Background: an optimization exercise with open tools, aiming at small area. Do not read the settings as production practice.
The RTL was checked by simulation tests, not by an equivalence proof against the original design.
Power is estimated from default activity; no workload was simulated.

==> flow/design.v <==
module rf_nand2x4 (input [3:0] a, input [3:0] b, output [3:0] y);
    assign y = ~(a & b);
endmodule
module rf_nor2x4 (input [3:0] a, input [3:0] b, output [3:0] y);
    assign y = ~(a | b);
endmodule
module rf_nand4x4 (input [3:0] a, input [3:0] b, input [3:0] c, input [3:0] d,
                   output [3:0] y);
    assign y = ~(a & b & c & d);
endmodule
module rf_oa22x4 (input [3:0] a1, input [3:0] a2, input [3:0] b1,
                  input [3:0] b2, output [3:0] y);
    assign y = (a1 | a2) & (b1 | b2);
endmodule
module rf_aoi222x4 (input [3:0] a1, input [3:0] a2, input [3:0] b1,
                    input [3:0] b2, input [3:0] c1, input [3:0] c2,
                    output [3:0] y);
    assign y = ~((a1 & a2) | (b1 & b2) | (c1 & c2));
endmodule
module rf_wr4 (input [3:0] q, input s1n, input [3:0] d1, input s2n,
               input [3:0] d2, input h, output [3:0] d);
    assign d = ~(({4{s1n}} | d1) & ({4{s2n}} | d2) & ~({4{h}} & q));
endmodule
module rf_rd4 (input [15:0] sel, input [63:0] vn, output [3:0] y);
    wire [23:0] t;
    wire [3:0] a, b;
    genvar k;
    generate
        for (k = 0; k < 5; k = k + 1) begin : g
            rf_aoi222x4 u (.a1({4{sel[3*k]}}),   .a2(vn[12*k +: 4]),
                           .b1({4{sel[3*k+1]}}), .b2(vn[12*k+4 +: 4]),
                           .c1({4{sel[3*k+2]}}), .c2(vn[12*k+8 +: 4]),
                           .y(t[4*k +: 4]));
        end
    endgenerate
    rf_nand2x4 u_5 (.a({4{sel[15]}}), .b(vn[60 +: 4]), .y(t[20 +: 4]));
    rf_nand4x4 u_a (.a(t[0 +: 4]), .b(t[4 +: 4]), .c(t[8 +: 4]), .d(t[12 +: 4]), .y(a));
    rf_nand2x4 u_b (.a(t[16 +: 4]), .b(t[20 +: 4]), .y(b));
    rf_nor2x4  u_y (.a(a), .b(b), .y(y));
endmodule
module rf_vfiq4 (input fiq, input fiqn, input [3:0] usr, input [3:0] fq,
                 output [3:0] v);
    rf_oa22x4 u (.a1({4{fiq}}), .a2(usr), .b1({4{fiqn}}), .b2(fq), .y(v));
endmodule
module rf_vbank4 (input [5:0] c, input [23:0] r, output [3:0] v);
    wire [3:0] ya, yb;
    rf_aoi222x4 u_a (.a1({4{c[0]}}), .a2(r[0 +: 4]), .b1({4{c[1]}}), .b2(r[4 +: 4]),
                     .c1({4{c[2]}}), .c2(r[8 +: 4]), .y(ya));
    rf_aoi222x4 u_b (.a1({4{c[3]}}), .a2(r[12 +: 4]), .b1({4{c[4]}}), .b2(r[16 +: 4]),
                     .c1({4{c[5]}}), .c2(r[20 +: 4]), .y(yb));
    rf_nand2x4 u_n (.a(ya), .b(yb), .y(v));
endmodule
module registerfile (
    output wire [31:0] Rn_data,
    output wire [31:0] Rm_data,
    output wire [31:0] Rs_data,
    input wire [31:0] Rd_data,
    input wire [31:0] RdHi_data,
    input wire [3:0] Rn,
    input wire [3:0] Rm,
    input wire [3:0] Rs,
    input wire [3:0] Rd,
    input wire [3:0] RdHi,
    input wire [4:0] mode,
    input wire regWrite,
    input wire regHiWrite,
    input wire clk
);
function [5:0] mclass;   
    input [3:0] m;
    reg fiq, irq, svc, abt, und;
    begin
        fiq = m[0] & ~m[1];
        irq = m[1] & ~m[0];
        svc = m[1] & m[0] & ~m[2] & ~m[3];
        abt = m[2] & ~m[3];
        und = m[3] & ~m[2];
        mclass = {und, abt, svc, irq, fiq, ~(fiq | irq | svc | abt | und)};
    end
endfunction
function [30:0] phys;
    input [3:0] r;
    input [5:0] c;
    reg [15:0] d;
    begin
        d = 16'b1 << r;
        phys[7:0]   = d[7:0];
        phys[12:8]  = d[12:8] & {5{~c[1]}};
        phys[13]    = d[13] & c[0];
        phys[14]    = d[14] & c[0];
        phys[15]    = d[15];
        phys[22:16] = d[14:8] & {7{c[1]}};
        phys[24:23] = d[14:13] & {2{c[3]}};
        phys[26:25] = d[14:13] & {2{c[4]}};
        phys[28:27] = d[14:13] & {2{c[2]}};
        phys[30:29] = d[14:13] & {2{c[5]}};
    end
endfunction
wire [5:0]  wc = mclass(mode[3:0]);
wire [30:0] w1 = phys(Rd, wc) & {31{regWrite}};
wire [30:0] w2 = phys(RdHi, wc) & {31{regHiWrite}};
wire [30:0] w1n = ~w1;
wire [30:0] w2n = ~w2;
wire [30:0] wh = ~(w1 | w2);
reg  [991:0] Rq;
wire [991:0] Rq_nx;
genvar i, b;
generate
    for (i = 0; i < 31; i = i + 1) begin : g_reg
        for (b = 0; b < 32; b = b + 4) begin : g_w
            rf_wr4 u_w (.q(Rq[32*i + b +: 4]), .s1n(w1n[i]), .d1(Rd_data[b +: 4]),
                        .s2n(w2n[i]), .d2(RdHi_data[b +: 4]), .h(wh[i]),
                        .d(Rq_nx[32*i + b +: 4]));
        end
    end
endgenerate
always @(posedge clk)
    Rq <= Rq_nx;
reg [3:0] ra_n, ra_m, ra_s, rmode;
always @(posedge clk) begin
    ra_n  <= Rn;
    ra_m  <= Rm;
    ra_s  <= Rs;
    rmode <= mode[3:0];
end
wire [5:0] rc = mclass(rmode);
wire [5:0] rcn = ~rc;
wire [511:0] vn;
assign vn[0 +: 256] = Rq[0 +: 256];
assign vn[32*15 +: 32] = Rq[32*15 +: 32];
generate
    for (i = 8; i < 13; i = i + 1) begin : g_v_fiq
        for (b = 0; b < 32; b = b + 4) begin : g_b
            rf_vfiq4 u_v (.fiq(rc[1]), .fiqn(rcn[1]), .usr(Rq[32*i + b +: 4]),
                          .fq(Rq[32*(i + 8) + b +: 4]), .v(vn[32*i + b +: 4]));
        end
    end
    for (i = 13; i < 15; i = i + 1) begin : g_v_bank
        for (b = 0; b < 32; b = b + 4) begin : g_b
            rf_vbank4 u_v (.c({rc[5], rc[4], rc[2], rc[3], rc[1], rc[0]}),
                           .r({Rq[32*(i + 16) + b +: 4], Rq[32*(i + 12) + b +: 4],
                               Rq[32*(i + 14) + b +: 4], Rq[32*(i + 10) + b +: 4],
                               Rq[32*(i + 8) + b +: 4], Rq[32*i + b +: 4]}),
                           .v(vn[32*i + b +: 4]));
        end
    end
endgenerate
wire [15:0] sel_n = 16'b1 << ra_n;
wire [15:0] sel_m = 16'b1 << ra_m;
wire [15:0] sel_s = 16'b1 << ra_s;
generate
    for (b = 0; b < 32; b = b + 4) begin : g_rd
        wire [63:0] vb;
        for (i = 0; i < 16; i = i + 1) begin : g_col
            assign vb[4*i +: 4] = vn[32*i + b +: 4];
        end
        rf_rd4 u_n (.sel(sel_n), .vn(vb), .y(Rn_data[b +: 4]));
        rf_rd4 u_m (.sel(sel_m), .vn(vb), .y(Rm_data[b +: 4]));
        rf_rd4 u_s (.sel(sel_s), .vn(vb), .y(Rs_data[b +: 4]));
    end
endgenerate
endmodule
==> flow/flow/run.sh <==
#!/bin/bash
set -euo pipefail
cd "$(dirname "$0")/.."
export BUFFER_PORTS_ARGS="-buffer_cell sky130_fd_sc_hd__buf_1"
export CTS_ARGS="-sink_clustering_enable -repair_clock_nets -dont_use_dummy_load -buf_list {sky130_fd_sc_hd__clkbuf_4} -sink_clustering_size 8 -sink_clustering_max_diameter 30"
bash standard.sh finish > flow_make.log 2>&1
==> flow/standard.sh <==
#!/bin/bash
# synth_recipe.tcl (not shown) runs the flow's synth.tcl, then flattens the netlist and writes it again
# the make line also repeats each setting of config.mk as NAME=value (left out here)
make -C /OpenROAD-flow-scripts/flow DESIGN_CONFIG=/design/flow/config.mk WORK_HOME=/design/flow/orfs CLKGATE_MAP_FILE= SYNTH_SCRIPT=/design/flow/synth_recipe.tcl "${@:-finish}"
==> flow/config.mk <==
export PLATFORM = sky130hd
export DESIGN_NAME = registerfile
export DESIGN_NICKNAME = registerfile
export VERILOG_FILES = /design/flow/design.v
export SDC_FILE = /design/flow/constraint.sdc
export NUM_CORES = 4
export LEC_CHECK = 0
export CAP_MARGIN = 10
export CELL_PAD_IN_SITES_DETAIL_PLACEMENT = 1
export CELL_PAD_IN_SITES_GLOBAL_PLACEMENT = 1
export CORE_MARGIN = 2
export CORE_UTILIZATION = 45
export SLEW_MARGIN = 10
export SYNTH_HIERARCHICAL = 1
==> flow/constraint.sdc <==
create_clock -name core_clock -period 12.0 [get_ports {clk}]
set_input_delay 2.4000 -clock core_clock [delete_from_list [all_inputs] [get_ports {clk}]]
set_output_delay 2.4000 -clock core_clock [all_outputs]
set_load 0.01 [all_outputs]
==> out/results.md, run 1 <==
| Result | This run | Unit |
|---|---|---|
| TritonCTS Buffers | 225 | - |
| Vias | 52379 | - |
| Fraction of the mapped netlist area in compound gates | 37.8 | % |
| Die area | 98400 | µm² |
| Combined global-route utilization of all metal layers | 48.1 | % |
| Total detailed-routing wirelength | 247000 | µm |
| Proportion of synthesized flip-flops having asynchronous set or reset | 0 | % |
| Clock transition at the registers of the reported paths | 40 | ps |
| Initial core utilization | 45.4 | % |
| Global-route wire length before repair | 351000 | µm |
| Highest-count cells in the layout ignoring fill and taps | 1295 x nand2_1, 1008 x dfxtp_1, 992 x o221ai_1 | - |
| Dominant register cell in the synthesized netlist | dfxtp_1 | - |
| Nature of the critical path endpoint | output port | - |
| Number of remaining DRC errors | 0 | - |
| Crit start category | register | - |
| Setup repair after global routing missed its margin | no | - |
| Max Root-Sink Buffers | 3 | - |
| Average wire per standard cell | 39.3 | µm |
| Sequential cell area | 20200 | µm² |
| Share of cell area taken by muxes after synthesis | 0 | % |
| Setup violations, final | 0 | - |
| Hold Crit Depth | 2 | - |
| Relative contribution of combinational cells to total power | 23.1 | % |
| Utilization after layout | 51.6 | % |
| CP Class | reg -> out | - |
| Final weighted congestion of routability-driven global placement | 0.923 | - |
| Clk pwr share | 24.4 | % |
| Mean instance size in the synthesized netlist | 9.75 | µm² |
| Total overflow reported by the global router | 0 | - |
| Combinational family with the most area after synthesis | compound AO/OA/AOI/OAI gates | - |
| Overall Power | 8.84 | mW |
| Core region area | 95000 | µm² |
| Floorplan die width | 314 | µm |
| Post-synthesis register bit count | 1008 | - |
| Layout cells sized above 1 | 10.7 | % |
| RR Startpoint | Rq[9]$_DFF_P_ | - |
| CTS root buffer | clkbuf_4 | - |
| Static leakage | 18.4 | nW |
| IO buf count | 186 | - |
| Die boundary height | 314 | µm |
| Sequential area share after synthesis | 46.8 | % |
| Minimum clock period | 7480 | ps |
| Aggregate negative setup slack | 0 | ps |
| H-tree level count | 4 | - |
| Pin count of the biggest net entering global routing | 89 | - |
| Worst hold margin | 462 | ps |
| Portion of the clock cycle consumed by the worst path in the final layout | 62.3 | % |
| Post-synth EDFFs | 0 | - |
| Reported net switching power | 3.07 | mW |
| Maximum clock frequency | 134 | MHz |
| Result of the run | timing/DRC/antenna clean | - |
| Clock Latency Late Sink | 1130 | ps |
| Post CTS Setup Buffer Count | 0 | - |
| Commonest non-fill, non-tap cell in the layout | nand2_1 | - |
| IR drop worst, VDD | 0.0915 | mV |
| Hold Path Sink | Rq[830]$_DFF_P_ | - |
| Worst min-delay path startpoint | Rq[830]$_DFF_P_ | - |
| Critical path fanouts, max | 88 | - |
| NumNets Final | 5113 | - |
| CP Data Required Time | 9600 | ps |
| Detailed router's first-iteration violation count | 11495 | - |
| Antenna Violating Nets Remaining | 0 | - |
| CP cell instances | ha_4 -> inv_6 -> buf_4 -> o22a_1 -> a222oi_1 -> nand4_1 -> nor2_1 -> buf_1 | - |
| Instance count of the mapped netlist | 4425 | - |
| Highest-delay cell along the critical path | buf_4 | - |
| Worst clock skew | 0 | ps |
| Number of cells upsized or downsized after cts | 0 | - |
| Via/cell ratio | 8.32 | - |
| Layout overhead on the synthesized area | 13.7 | % |
| Reg-to-reg setup timing slack | 11250 | ps |
| Detail Placement HPWL | 132000 | µm |
| Number of detailed-routing iterations run before antenna repair | 13 | - |
| Filler Cells Inserted | 10913 | - |
| Max-cap violations | 0 | - |
| CTS tree | done | - |
| Power density normalized to cell area | 180 | nW/µm² |
| Syn Nets | 4523 | - |
| Basic-gate share of the synthesized area counting and, or, nand and nor cells | 15.2 | % |
| Arrival @ worst endpoint | 5080 | ps |
| Num rows | 113 | - |
| Count of different cell masters after synthesis | 35 | - |
| Share of the synthesized netlist area taken by xor and xnor gates | 0 | % |
| Delay of the slowest critical-path stage | 630 | ps |
| Initial antenna violation count | 8 | - |
| Area of the multi-input gates | 23500 | µm² |
| Worst Reg2Reg Path Length in Cells | 2 | - |
| Internal power summed over all cells | 5.77 | mW |
| Final Hold Viols | 0 | - |
| Sw frac | 34.8 | % |
| Type of the most critical hold path | reg -> reg | - |
| Ports | 188 | - |
| Number of max-slew violations in the final report | 0 | - |
| Least-Margin Pin Slew | 1420 | ps |
| Slew Limit Headroom | 5.28 | % |
| Cell area after synthesis | 43200 | µm² |
| Post-Synth Adder-Cell Area | 0.174 | % |
| Number of hold buffers added after cts | 0 | - |
| Yosys warning count | 7 | - |
| Sequential cell fraction of total power | 52.5 | % |
| Number of sinks on the clock net | 1008 | - |
| Via count of the first global-routing pass | 50488 | - |
| R2R Path End | Rq[9]$_DFF_P_ | - |
## kinds of logic after synthesis
family,count (synthesis)
fa+ha+maj,6
compound gates,1774
simple gates,1628
buf+inv,9
flops,1008
## worst max-delay path, delay by kind of cell, from the launching register on
family | cells | cell delay (ps)
buf+inv | 3 | 1310
simple gates | 2 | 810
compound gates | 2 | 740
fa+ha+maj | 1 | 550
flops | 1 | 400
## per-layer routing
layer,vias to the layer above,track usage (%),share of wire (%)
li1,20604,-,-
met1,25652,62.2,37
met2,4952,67.3,40
met3,1161,17.3,16
met4,10,30.9,7.6
met5,-,1.11,0.099
## stage by stage
stage / setup WS (ps) / cell area (µm²) / cells
6_report: 4520 / 49100 / 6292
5_1_grt: 4540 / 49100 / 6286
4_1_cts: 4850 / 49000 / 6278
3_5_place_dp: 6080 / 47300 / 6053
3_3_place_gp: 6120 / 47300 / 6053
2_1_floorplan: 3110 / 43200 / 4425
## power groups by stage
stage	Clock (mW)	Sequential, mW	Combinational, mW
3_3_place_gp	0	4.65	1.87
2_1_floorplan	0	4.54	1.26
5_1_grt	2.32	4.72	2.18
4_1_cts	2.16	4.62	1.96
6_report	2.16	4.64	2.04
3_5_place_dp	0	4.67	1.96
## synthesized netlist by cell type, types with 3 or more instances
cell | count | area share (%)
o22a_1 | 160 | 3.2
dfxtp_1 | 1008 | 47
nand4_1 | 96 | 1.4
nand3_1 | 4 | 0.046
nor4_1 | 3 | 0.043
o221ai_1 | 992 | 20
nand2_1 | 1323 | 12
nor3b_1 | 3 | 0.052
a222oi_1 | 608 | 14
inv_1 | 5 | 0.043
nor2_1 | 129 | 1.1
nor2b_1 | 8 | 0.12
and2_1 | 9 | 0.13
ha_1 | 6 | 0.17
nor3_1 | 20 | 0.23
a21boi_0 | 7 | 0.12
nand2b_1 | 19 | 0.28
buf_2 | 3 | 0.035
## state kept, by name, summed over array words and instances (netlist names)
signal / flops
Rq: 992
ra_m: 4
ra_s: 4
rmode: 4
ra_n: 4
## cell type report
type / instances / area share [%]
multi-input combinational: 3408 / 47.9
timing repair buffer: 367 / 4.22
sequential: 1008 / 41.1
inverter: 5 / 0.0484
tap: 1265 / 3.23
antenna: 14 / 0.0714
clock buffer: 225 / 3.44
## Yosys stat by module (local to each module, per instance), a selection
| module | flip-flops and latches | area [µm²] | copies in the design | cells |
|---|---|---|---|---|
| registerfile | 1008 | 21300 | 1 | 1225 |
| rf_aoi222x4 | 0 | 40.0 | 152 | 4 |
| rf_nand2x4 | 0 | 15.0 | 64 | 4 |
| rf_nand4x4 | 0 | 25.0 | 24 | 4 |
| rf_nor2x4 | 0 | 15.0 | 24 | 4 |
| rf_oa22x4 | 0 | 35.0 | 40 | 4 |
| rf_wr4 | 0 | 50.0 | 248 | 8 |
## worst max path at each step
stage,slack (ps),start,to,depth (start not counted)
3_3_place_gp,6120,rmode[0]$_DFF_P_,Rm_data[15],8
5_1_grt,4540,rmode[1]$_DFF_P_,Rm_data[15],9
3_5_place_dp,6080,rmode[0]$_DFF_P_,Rm_data[15],8
2_1_floorplan,3110,rmode[1]$_DFF_P_,Rm_data[0],7
6_report,4520,rmode[0]$_DFF_P_,Rm_data[15],8
4_1_cts,4850,rmode[0]$_DFF_P_,Rm_data[15],8
==> run 2, diff against run 1 <==
==> flow/flow/run.sh (replaced) <==
#!/bin/bash
set -euo pipefail
cd "$(dirname "$0")/.."
export BUFFER_PORTS_ARGS="-buffer_cell sky130_fd_sc_hd__buf_1"
export CTS_ARGS="-sink_clustering_enable -repair_clock_nets -dont_use_dummy_load -buf_list {sky130_fd_sc_hd__clkbuf_4} -sink_clustering_size 8 -sink_clustering_max_diameter 45"
bash standard.sh finish > flow_make.log 2>&1
==> run 2 against run 1 <==
Against the previous run: final cell count shrank 1.2%; fmax grew 2.6%; via count shrank 0.59%; non-clock buffer count is the same; largest power group unchanged.
==> out/results.md, run 2 <==
| Result | This run | Unit | Delta |
|---|---|---|---|
| Reported net switching power | 3.00 | mW | was 3.07 mW |
| Worst min-delay path startpoint | Rq[674]$_DFF_P_ | - | was Rq[830]$_DFF_P_ |
| Yosys warning count | 7 | - | unchanged |
| Largest area contributor in the synthesized netlist | dfxtp_1 | - | unchanged |
| Arrival @ worst endpoint | 4890 | ps | was 5080 ps |
| Post-synthesis register bit count | 1008 | - | unchanged |
| Critical path fanouts, max | 88 | - | unchanged |
| Dominant register cell in the synthesized netlist | dfxtp_1 | - | unchanged |
| Die boundary height | 314 | µm | unchanged |
| Crit start category | register | - | unchanged |
| Hold Crit Depth | 2 | - | unchanged |
| Sw frac | 35.3 | % | was 34.8% |
| Via/cell ratio | 8.38 | - | was 8.32 |
| CP Data Required Time | 9600 | ps | about the same |
| Most common cell in the synthesized netlist | nand2_1 | - | unchanged |
| Overall Power | 8.52 | mW | was 8.84 mW |
| Max-cap violations | 0 | - | unchanged |
| NumNets Final | 5044 | - | was 5113 |
| Core region area | 95000 | µm² | unchanged |
| Sequential cell fraction of total power | 54.5 | % | was 52.5% |
| Setup violations, final | 0 | - | unchanged |
| Global-route wire length before repair | 350000 | µm | was 351000 µm |
| Final Hold Viols | 0 | - | unchanged |
| Number of cells upsized or downsized after cts | 0 | - | unchanged |
| Instance count of the mapped netlist | 4425 | - | unchanged |
| Maximum clock frequency | 137 | MHz | was 134 MHz |
| Static leakage | 18.1 | nW | was 18.4 nW |
| Minimum clock period | 7290 | ps | was 7480 ps |
| Relative contribution of combinational cells to total power | 23.9 | % | was 23.1% |
| Mean instance size in the synthesized netlist | 9.75 | µm² | unchanged |
| Number of hold buffers added after cts | 0 | - | unchanged |
| Reg-to-reg setup timing slack | 11240 | ps | was 11250 ps |
| Ports | 188 | - | unchanged |
| Post CTS Setup Buffer Count | 0 | - | unchanged |
| RR Startpoint | Rq[9]$_DFF_P_ | - | unchanged |
| TritonCTS Buffers | 156 | - | was 225 |
| Antenna Violating Nets Remaining | 0 | - | unchanged |
| Number of sinks on the clock net | 1008 | - | unchanged |
| Proportion of synthesized flip-flops having asynchronous set or reset | 0 | % | unchanged |
| Syn Nets | 4523 | - | unchanged |
| Power density normalized to cell area | 175 | nW/µm² | was 180 nW/µm² |
| Portion of the clock cycle consumed by the worst path in the final layout | 60.7 | % | was 62.3% |
| Post-route cell area | 48500 | µm² | was 49100 µm² |
| Least-Margin Pin Slew | 1390 | ps | was 1420 ps |
| Initial core utilization | 45.4 | % | unchanged |
| Number of remaining DRC errors | 0 | - | unchanged |
| Top-area cell type share of the netlist area | 46.8 | % | unchanged |
| Average wire per standard cell | 39.7 | µm | was 39.3 µm |
| Number of max-slew violations in the final report | 0 | - | unchanged |
| Total overflow reported by the global router | 0 | - | unchanged |
| Detail Placement HPWL | 132000 | µm | unchanged |
| Initial antenna violation count | 4 | - | was 8 |
| Num rows | 113 | - | unchanged |
| H-tree level count | 4 | - | unchanged |
| IR drop worst, VDD | 0.102 | mV | was 0.0915 mV |
| CP Class | reg -> out | - | unchanged |
| Result of the run | timing/DRC/antenna clean | - | unchanged |
| Clock transition at the registers of the reported paths | 90 | ps | was 40 ps |
| Clock Latency Late Sink | 1060 | ps | was 1130 ps |
| Total detailed-routing wirelength | 247000 | µm | about the same |
| Pin count of the biggest net entering global routing | 89 | - | unchanged |
| Type of the most critical hold path | reg -> reg | - | unchanged |
| Layout overhead on the synthesized area | 12.5 | % | was 13.7% |
| Aggregate negative setup slack | 0 | ps | unchanged |
| Combined global-route utilization of all metal layers | 48.0 | % | was 48.1% |
| Cell area after synthesis | 43200 | µm² | unchanged |
| R2R Path End | Rq[9]$_DFF_P_ | - | unchanged |
| Flip-flop count of the largest register after layout | 992 | - | unchanged |
| Count of different cell masters after synthesis | 35 | - | unchanged |
| Floorplan die width | 314 | µm | unchanged |
| Die area | 98400 | µm² | unchanged |
| Post-synth EDFFs | 0 | - | unchanged |
| Slew Limit Headroom | 7.38 | % | was 5.28% |
| Max Root-Sink Buffers | 3 | - | unchanged |
| Hold Path Sink | Rq[674]$_DFF_P_ | - | was Rq[830]$_DFF_P_ |
| Worst Reg2Reg Path Length in Cells | 2 | - | unchanged |
| Setup repair after global routing missed its margin | no | - | unchanged |
| Worst clock skew | 0 | ps | unchanged |
| Nature of the critical path endpoint | output port | - | unchanged |
| Commonest non-fill, non-tap cell in the layout | nand2_1 | - | unchanged |
| Via count of the first global-routing pass | 49794 | - | was 50488 |
| Total placed instance area | 47300 | µm² | unchanged |
| Sequential area share after synthesis | 46.8 | % | unchanged |
| Number of detailed-routing iterations run before antenna repair | 13 | - | unchanged |
| Detailed router's first-iteration violation count | 11004 | - | was 11495 |
| CTS root buffer | clkbuf_4 | - | unchanged |
| Layout cells sized above 1 | 9.43 | % | was 10.7% |
| Vias | 52069 | - | was 52379 |
| CTS tree | done | - | unchanged |
| Top post-synthesis cells by area | dfxtp_1 47%, o221ai_1 20%, a222oi_1 14% | - | unchanged |
| Internal power summed over all cells | 5.51 | mW | was 5.77 mW |
| Largest register by flop count | Rq | - | unchanged |
| Clk pwr share | 21.6 | % | was 24.4% |
| Highest-count cells in the layout ignoring fill and taps | 1295 x nand2_1, 1008 x dfxtp_1, 992 x o221ai_1 | - | unchanged |
| Final weighted congestion of routability-driven global placement | 0.923 | - | unchanged |
| Top post-synthesis cells by count | 1323 x nand2_1, 1008 x dfxtp_1, 992 x o221ai_1 | - | unchanged |
| IO buf count | 186 | - | unchanged |
==> run 2: cell counts after synthesis <==
Identical to the previous run, type by type.
==> run 2: worst max-delay path by stage <==
| stage | start | to | slack (ps) | cells past startpoint |
|---|---|---|---|---|
| 2_1_floorplan | rmode[1]$_DFF_P_ | Rm_data[0] | 3110 | 7 |
| 3_3_place_gp | rmode[0]$_DFF_P_ | Rm_data[15] | 6120 | 8 |
| 3_5_place_dp | rmode[0]$_DFF_P_ | Rm_data[15] | 6080 | 8 |
| 4_1_cts | rmode[0]$_DFF_P_ | Rm_data[15] | 4840 | 8 |
| 5_1_grt | rmode[0]$_DFF_P_ | Rm_data[15] | 4540 | 8 |
| 6_report | rmode[0]$_DFF_P_ | Rm_data[15] | 4710 | 8 |
==> run 2: worst max-delay path, cell delays in order (launching register included) <==
cell and delay (ps):
dfxtp_1 420, ha_4 530, inv_6 440, buf_4 620, o22a_1 360, a222oi_1 350, nand4_1 220, nor2_1 500
buf_1 220
==> run 2: per-module statistics from Yosys (local to each module, per instance), a selection <==
module | copies in the design | cell area (µm²) | flops+latches
rf_nand4x4 | 24 | 25.0 | 0
rf_aoi222x4 | 152 | 40.0 | 0
registerfile | 1 | 21300 | 1008
rf_wr4 | 248 | 50.0 | 0
rf_nor2x4 | 24 | 15.0 | 0
rf_oa22x4 | 40 | 35.0 | 0
rf_nand2x4 | 64 | 15.0 | 0
==> run 2: cells by family (layout without fill, tap and decap cells) <==
group	after synthesis	count (layout)	synth area share, %
compound gates	1774	1774	37.8
simple gates	1628	1628	15.2
flops	1008	1008	46.8
buf+inv	9	528	0.0870
fa+ha+maj	6	6	0.174
other cells	0	7	0
==> run 2: layout make-up <==
class | instances | area (µm²)
Tap cell | 1265 | 1580
Inverter | 5 | 23.8
Clock buffer | 156 | 1170
Antenna cell | 7 | 17.5
Multi-Input combinational cell | 3408 | 23500
Sequential cell | 1008 | 20200
Timing Repair Buffer | 367 | 2070
Fill cell | 10938 | 46500
==> run 2: metrics by stage <==
step / setup WS, ps / std cells / hold WS [ps] / util [%]
finish: 4710 / 6216 / 469 / 51.1
global route: 4540 / 6215 / 487 / 51.1
detailed placement: 6080 / 6053 / 448 / 49.8
CTS: 4840 / 6209 / 471 / 51.1
floorplan: 3110 / 4425 / 431 / -
global placement: 6120 / 6053 / 441 / 49.8
==> run 2: power groups by stage <==
stage	logic [mW]	clock network [mW]	registers, mW
after floorplan	1.26	0	4.54
after global placement	1.87	0	4.65
after detailed placement	1.96	0	4.67
after CTS	1.96	1.84	4.61
after global routing	2.18	1.97	4.72
final	2.04	1.84	4.64
==> run 2: layer usage <==
metal	global-route usage [%]	share of wire, %	routed length, µm
met1	62.3	37	90600
met3	17.1	16	39000
met4	30.0	7.7	18900
met5	1.35	0.069	169
met2	67.5	40	98000
==> run 3, diff against run 2 <==
==> flow/run.sh (new file) <==
#!/bin/bash
# synth_recipe.tcl (not shown) runs the flow's synth.tcl, then flattens the netlist and writes it again
# the make line also repeats each setting of config.mk as NAME=value (left out here)
make -C /OpenROAD-flow-scripts/flow DESIGN_CONFIG=/design/flow/config.mk WORK_HOME=/design/flow/orfs CLKGATE_MAP_FILE= SYNTH_SCRIPT=/design/flow/synth_recipe.tcl finish
--- a/flow/config.mk
+++ b/flow/config.mk
@@ -10,5 +10,8 @@
 export CELL_PAD_IN_SITES_GLOBAL_PLACEMENT = 1
 export CORE_MARGIN = 2
 export CORE_UTILIZATION = 45
+export CTS_BUF_LIST = sky130_fd_sc_hd__clkbuf_4
+export CTS_CLUSTER_DIAMETER = 30
+export CTS_CLUSTER_SIZE = 8
 export SLEW_MARGIN = 10
 export SYNTH_HIERARCHICAL = 1
removed: flow/flow/run.sh
removed: flow/standard.sh
==> run 3 against run 2 <==
Against the previous run: critical path type unchanged; combinational power up 7%; global-route usage up 0.88 points; clock-buffer cell count up 94; worst setup slack worse by 690 ps; via count up 2.1%; non-clock buffer count up 14; sequential share of layout area down 3.0 points; final area up 7.7%; area after synthesis unchanged; highest routed layer unchanged; still clean on timing, DRC and antenna; fmax down 8.7%; first-iteration DRC count up 1.5%; sequential cell count unchanged.
==> out/results.md, run 3 <==
| Result | This run | Unit | Delta |
|---|---|---|---|
| Result of the run | timing/DRC/antenna clean | - | unchanged |
| IR drop worst, VDD | 0.128 | mV | was 0.102 mV |
| Highest-delay cell along the critical path | ha_4 | - | was buf_4 |
| Die area | 98400 | µm² | unchanged |
| Via/cell ratio | 8.21 | - | was 8.38 |
| NumNets Final | 5122 | - | was 5044 |
| Critical path buffers and inverters | 3 | - | unchanged |
| Final weighted congestion of routability-driven global placement | 0.895 | - | was 0.923 |
| Count of different cell masters after synthesis | 35 | - | unchanged |
| CP Data Required Time | 9600 | ps | about the same |
| Dominant delay contributor by cell family on the critical path | buffers and inverters | - | unchanged |
| Layout overhead on the synthesized area | 21.1 | % | was 12.5% |
| Maximum clock frequency | 125 | MHz | was 137 MHz |
| Worst clock skew | 0 | ps | unchanged |
| Least-Margin Pin Slew | 1390 | ps | about the same |
| Post-Synth Adder-Cell Area | 0.174 | % | unchanged |
| Syn Nets | 4523 | - | unchanged |
| Max Root-Sink Buffers | 3 | - | unchanged |
| Cell count along the critical path | 8 | - | unchanged |
| RR Startpoint | Rq[816]$_DFF_P_ | - | was Rq[9]$_DFF_P_ |
| Layout cells sized above 1 | 13.0 | % | was 9.43% |
| Top-area cell type share of the netlist area | 46.8 | % | unchanged |
| Placed insts | 6067 | - | was 6053 |
| Highest-count cells in the layout ignoring fill and taps | 1299 x nand2_1, 1008 x dfxtp_1, 992 x o221ai_1 | - | was 1295 x nand2_1, 1008 x dfxtp_1, 992 x o221ai_1 |
| Nature of the critical path endpoint | output port | - | unchanged |
| CP cell instances | ha_4 -> inv_6 -> buf_4 -> o22a_1 -> a222oi_1 -> nand4_1 -> nor2_1 -> clkdlybuf4s50_1 | - | was ha_4 -> inv_6 -> buf_4 -> o22a_1 -> a222oi_1 -> nand4_1 -> nor2_1 -> buf_1 |
| Portion of the clock cycle consumed by the worst path in the final layout | 66.5 | % | was 60.7% |
| Largest area contributor in the synthesized netlist | dfxtp_1 | - | unchanged |
| Critical path fanouts, max | 101 | - | was 88 |
| H-tree level count | 4 | - | unchanged |
| Via count of the first global-routing pass | 51793 | - | was 49794 |
| Share of the synthesized netlist area taken by xor and xnor gates | 0 | % | unchanged |
| Yosys warning count | 7 | - | unchanged |
| Number of remaining DRC errors | 0 | - | unchanged |
| Largest register by flop count | Rq | - | unchanged |
| Mean instance size in the synthesized netlist | 9.75 | µm² | unchanged |
| Top post-synthesis cells by count | 1323 x nand2_1, 1008 x dfxtp_1, 992 x o221ai_1 | - | unchanged |
| Share of cell area taken by muxes after synthesis | 0 | % | unchanged |
| Static leakage | 19.9 | nW | was 18.1 nW |
| Sw frac | 33.0 | % | was 35.3% |
| Sequential area share after synthesis | 46.8 | % | unchanged |
| Core region area | 95000 | µm² | unchanged |
| Num rows | 113 | - | unchanged |
| Worst Reg2Reg Path Length in Cells | 2 | - | unchanged |
| Crit start category | register | - | unchanged |
| IO buf count | 186 | - | unchanged |
| Total overflow reported by the global router | 0 | - | unchanged |
| Ports | 188 | - | unchanged |
| Crit path to | Rs_data[1] | - | was Rm_data[15] |
| Arrival @ worst endpoint | 5580 | ps | was 4890 ps |
| Internal power summed over all cells | 6.90 | mW | was 5.51 mW |
| Combinational family with the most area after synthesis | compound AO/OA/AOI/OAI gates | - | unchanged |
| Flip-flop count of the largest register after layout | 992 | - | unchanged |
| Number of cells upsized or downsized after cts | 0 | - | unchanged |
| Total detailed-routing wirelength | 251000 | µm | was 247000 µm |
| Aggregate negative setup slack | 0 | ps | unchanged |
| Dominant register cell in the synthesized netlist | dfxtp_1 | - | unchanged |
| Clk pwr share | 33.8 | % | was 21.6% |
| Average wire per standard cell | 38.8 | µm | was 39.7 µm |
| Power density normalized to cell area | 197 | nW/µm² | was 175 nW/µm² |
| CTS tree | done | - | unchanged |
| CTS root buffer | clkbuf_4 | - | unchanged |
| Worst min-delay path startpoint | Rq[762]$_DFF_P_ | - | was Rq[674]$_DFF_P_ |
| Slew Limit Headroom | 7.26 | % | was 7.38% |
| Pin count of the biggest net entering global routing | 140 | - | was 89 |
| Minimum clock period | 7980 | ps | was 7290 ps |
| Post CTS Setup Buffer Count | 0 | - | unchanged |
| Type of the most critical hold path | reg -> reg | - | unchanged |
| Clock Latency Late Sink | 1220 | ps | was 1060 ps |
| Number of max-slew violations in the final report | 0 | - | unchanged |
| CP Class | reg -> out | - | unchanged |
| Relative contribution of combinational cells to total power | 21.1 | % | was 23.9% |
| Top post-synthesis cells by area | dfxtp_1 47%, o221ai_1 20%, a222oi_1 14% | - | unchanged |
| Initial antenna violation count | 4 | - | unchanged |
| Number of sinks on the clock net | 1008 | - | unchanged |
| Instance count of the mapped netlist | 4425 | - | unchanged |
| Sequential cell fraction of total power | 45.1 | % | was 54.5% |
| Combined global-route utilization of all metal layers | 48.9 | % | was 48.0% |
| Number of hold buffers added after cts | 0 | - | unchanged |
| Delay of the slowest critical-path stage | 670 | ps | was 620 ps |
| Cell area after synthesis | 43200 | µm² | unchanged |
| Detailed router's first-iteration violation count | 11174 | - | was 11004 |
| Worst setup path start | rmode[0]$_DFF_P_ | - | unchanged |
| Post-synth EDFFs | 0 | - | unchanged |
| Setup repair after global routing missed its margin | no | - | unchanged |
| Setup violations, final | 0 | - | unchanged |
| Detail Placement HPWL | 133000 | µm | was 132000 µm |
| Vias | 53142 | - | was 52069 |
| Commonest non-fill, non-tap cell in the layout | nand2_1 | - | unchanged |
| Clock transition at the registers of the reported paths | 80 | ps | was 90 ps |
| Post-route non-filler standard cell count | 6473 | - | was 6216 |
| Global-route wire length before repair | 357000 | µm | was 350000 µm |
| Proportion of synthesized flip-flops having asynchronous set or reset | 0 | % | unchanged |
| Die boundary height | 314 | µm | unchanged |
| Reported net switching power | 3.40 | mW | was 3.00 mW |
| Number of detailed-routing iterations run before antenna repair | 13 | - | unchanged |
| R2R Path End | Rq[816]$_DFF_P_ | - | was Rq[9]$_DFF_P_ |
| Reg-to-reg setup timing slack | 11250 | ps | was 11240 ps |
| Max-cap violations | 0 | - | unchanged |
| Final Hold Viols | 0 | - | unchanged |
| Most common cell in the synthesized netlist | nand2_1 | - | unchanged |
| Antenna Violating Nets Remaining | 0 | - | unchanged |
| Floorplan die width | 314 | µm | unchanged |
| Basic-gate share of the synthesized area counting and, or, nand and nor cells | 15.2 | % | unchanged |
| TritonCTS Buffers | 220 | - | was 156 |
| Initial core utilization | 45.4 | % | unchanged |
| Fraction of the mapped netlist area in compound gates | 37.8 | % | unchanged |
| Post-synthesis register bit count | 1008 | - | unchanged |
run 3: cell count changes in the layout (fill, tap and decap cells not counted), moves of 35 or more:
| cell | change |
|---|---|
| bufinv_16 | +38 |
| clkinv_2 | +36 |
| buf_1 | -175 |
| clkbuf_4 | +94 |
| clkinv_1 | +35 |
| clkdlybuf4s50_1 | +186 |
run 3: worst min path at each step:
stage	to	slack [ps]	cells past startpoint
after floorplan	Rq[418]$_DFF_P_	430	2
after global placement	Rq[474]$_DFF_P_	440	2
after detailed placement	Rq[903]$_DFF_P_	450	2
after CTS	Rq[426]$_DFF_P_	470	2
after global routing	Rq[584]$_DFF_P_	490	2
final	Rq[762]$_DFF_P_	470	2
run 3: layout make-up:
type                            instances  area (µm²)
Tap cell                             1265        1580
Fill cell                           10758       42700
Timing Repair Buffer                  381        3340
Antenna cell                            5        12.5
Inverter                                5        23.8
Clock buffer                          250        1880
Clock inverter                        151        1770
Multi-Input combinational cell       3408       23500
Sequential cell                      1008       20200
run 3: modules after synthesis, one instance, submodules excluded, a selection:
module        times used  cell area, µm²  cells inside  flops+latches
rf_nand4x4            24            25.0             4              0
rf_oa22x4             40            35.0             4              0
rf_aoi222x4          152            40.0             4              0
rf_wr4               248            50.0             8              0
rf_nor2x4             24            15.0             4              0
rf_nand2x4            64            15.0             4              0
registerfile           1           21300          1225           1008
run 3: kinds of logic (layout without fill, tap and decap cells):
kind of cell             after synthesis  count (layout)
other                                  0               5
buffers and inverters                  9             787
adder cells (fa/ha/maj)                6               6
AND/OR/NAND/NOR                     1628            1628
AO/OA/AOI/OAI                       1774            1774
flip-flops                          1008            1008
run 3: power by group through the flow:
stage / sequential, mW / combinational, mW / clock (mW)
6_report: 4.64 / 2.18 / 3.48
5_1_grt: 4.73 / 2.31 / 3.65
4_1_cts: 4.62 / 2.10 / 3.48
3_5_place_dp: 4.68 / 2.08 / 0
3_3_place_gp: 4.65 / 1.99 / 0
2_1_floorplan: 4.54 / 1.26 / 0
run 3: metrics by stage:
stage | power [mW] | instance area (µm²) | hold slack (ps) | worst slack (ps) | util [%]
after floorplan | 5.80 | 43200 | 431 | 3110 | -
after global placement | 6.64 | 48600 | 441 | 5570 | 51.2
after detailed placement | 6.76 | 48600 | 449 | 5550 | 51.2
after CTS | 10.2 | 52200 | 471 | 4270 | 55.0
after global routing | 10.7 | 52300 | 489 | 3930 | 55.0
final | 10.3 | 52300 | 470 | 4020 | 55.0
run 3: metal layers:
metal / up-vias / wire length, µm / global-route usage [%] / share of wire (%)
li1: 20782 / - / - / -
met1: 26066 / 91100 / 62.1 / 36
met2: 5090 / 102000 / 69.6 / 41
met3: 1199 / 39200 / 17.6 / 16
met4: 5 / 19100 / 31.9 / 7.6
met5: - / 85 / 0.484 / 0.034
run 3: worst register-to-register path, stage by stage, from the launching register on:
cell and delay, ps:
dfxtp_1 340, nand2_1 70, o221ai_1 160

## port drivers added, routing unchanged
The flow's constraints put no driver on any port. The routed layouts listed below were extracted and timed again, unchanged, in two steps.
Step 1 sets driving cells, clkbuf_16 on the clock port and buf_2 on the other inputs (assumed; they add their load-dependent delay and slew).
Step 2 adds t to the input delays and takes it off the output delays; t is the mean of the earliest and latest rising clock arrival at the registers after step 1. Input paths then give back, and output paths get back, about the clock's delay inside the block.
a / b / c = ideal / step 1 / step 2; a / b = the first two.
run | shift t [ns] | slack for setup (ns) | worst setup path at the end | worst slew at a driven data input, ns | pins driven straight from the clock port
run 1 | 1.249 | 4.519 / 4.445 / 5.694 | register to output | 0.05 | 1
run 2 | 1.177 | 4.711 / 4.638 / 5.815 | register to output | 0.05 | 1
run 3 | 1.250 | 4.017 / 3.941 / 5.192 | register to output | 0.05 | 1
After both steps every run listed still meets setup and hold.
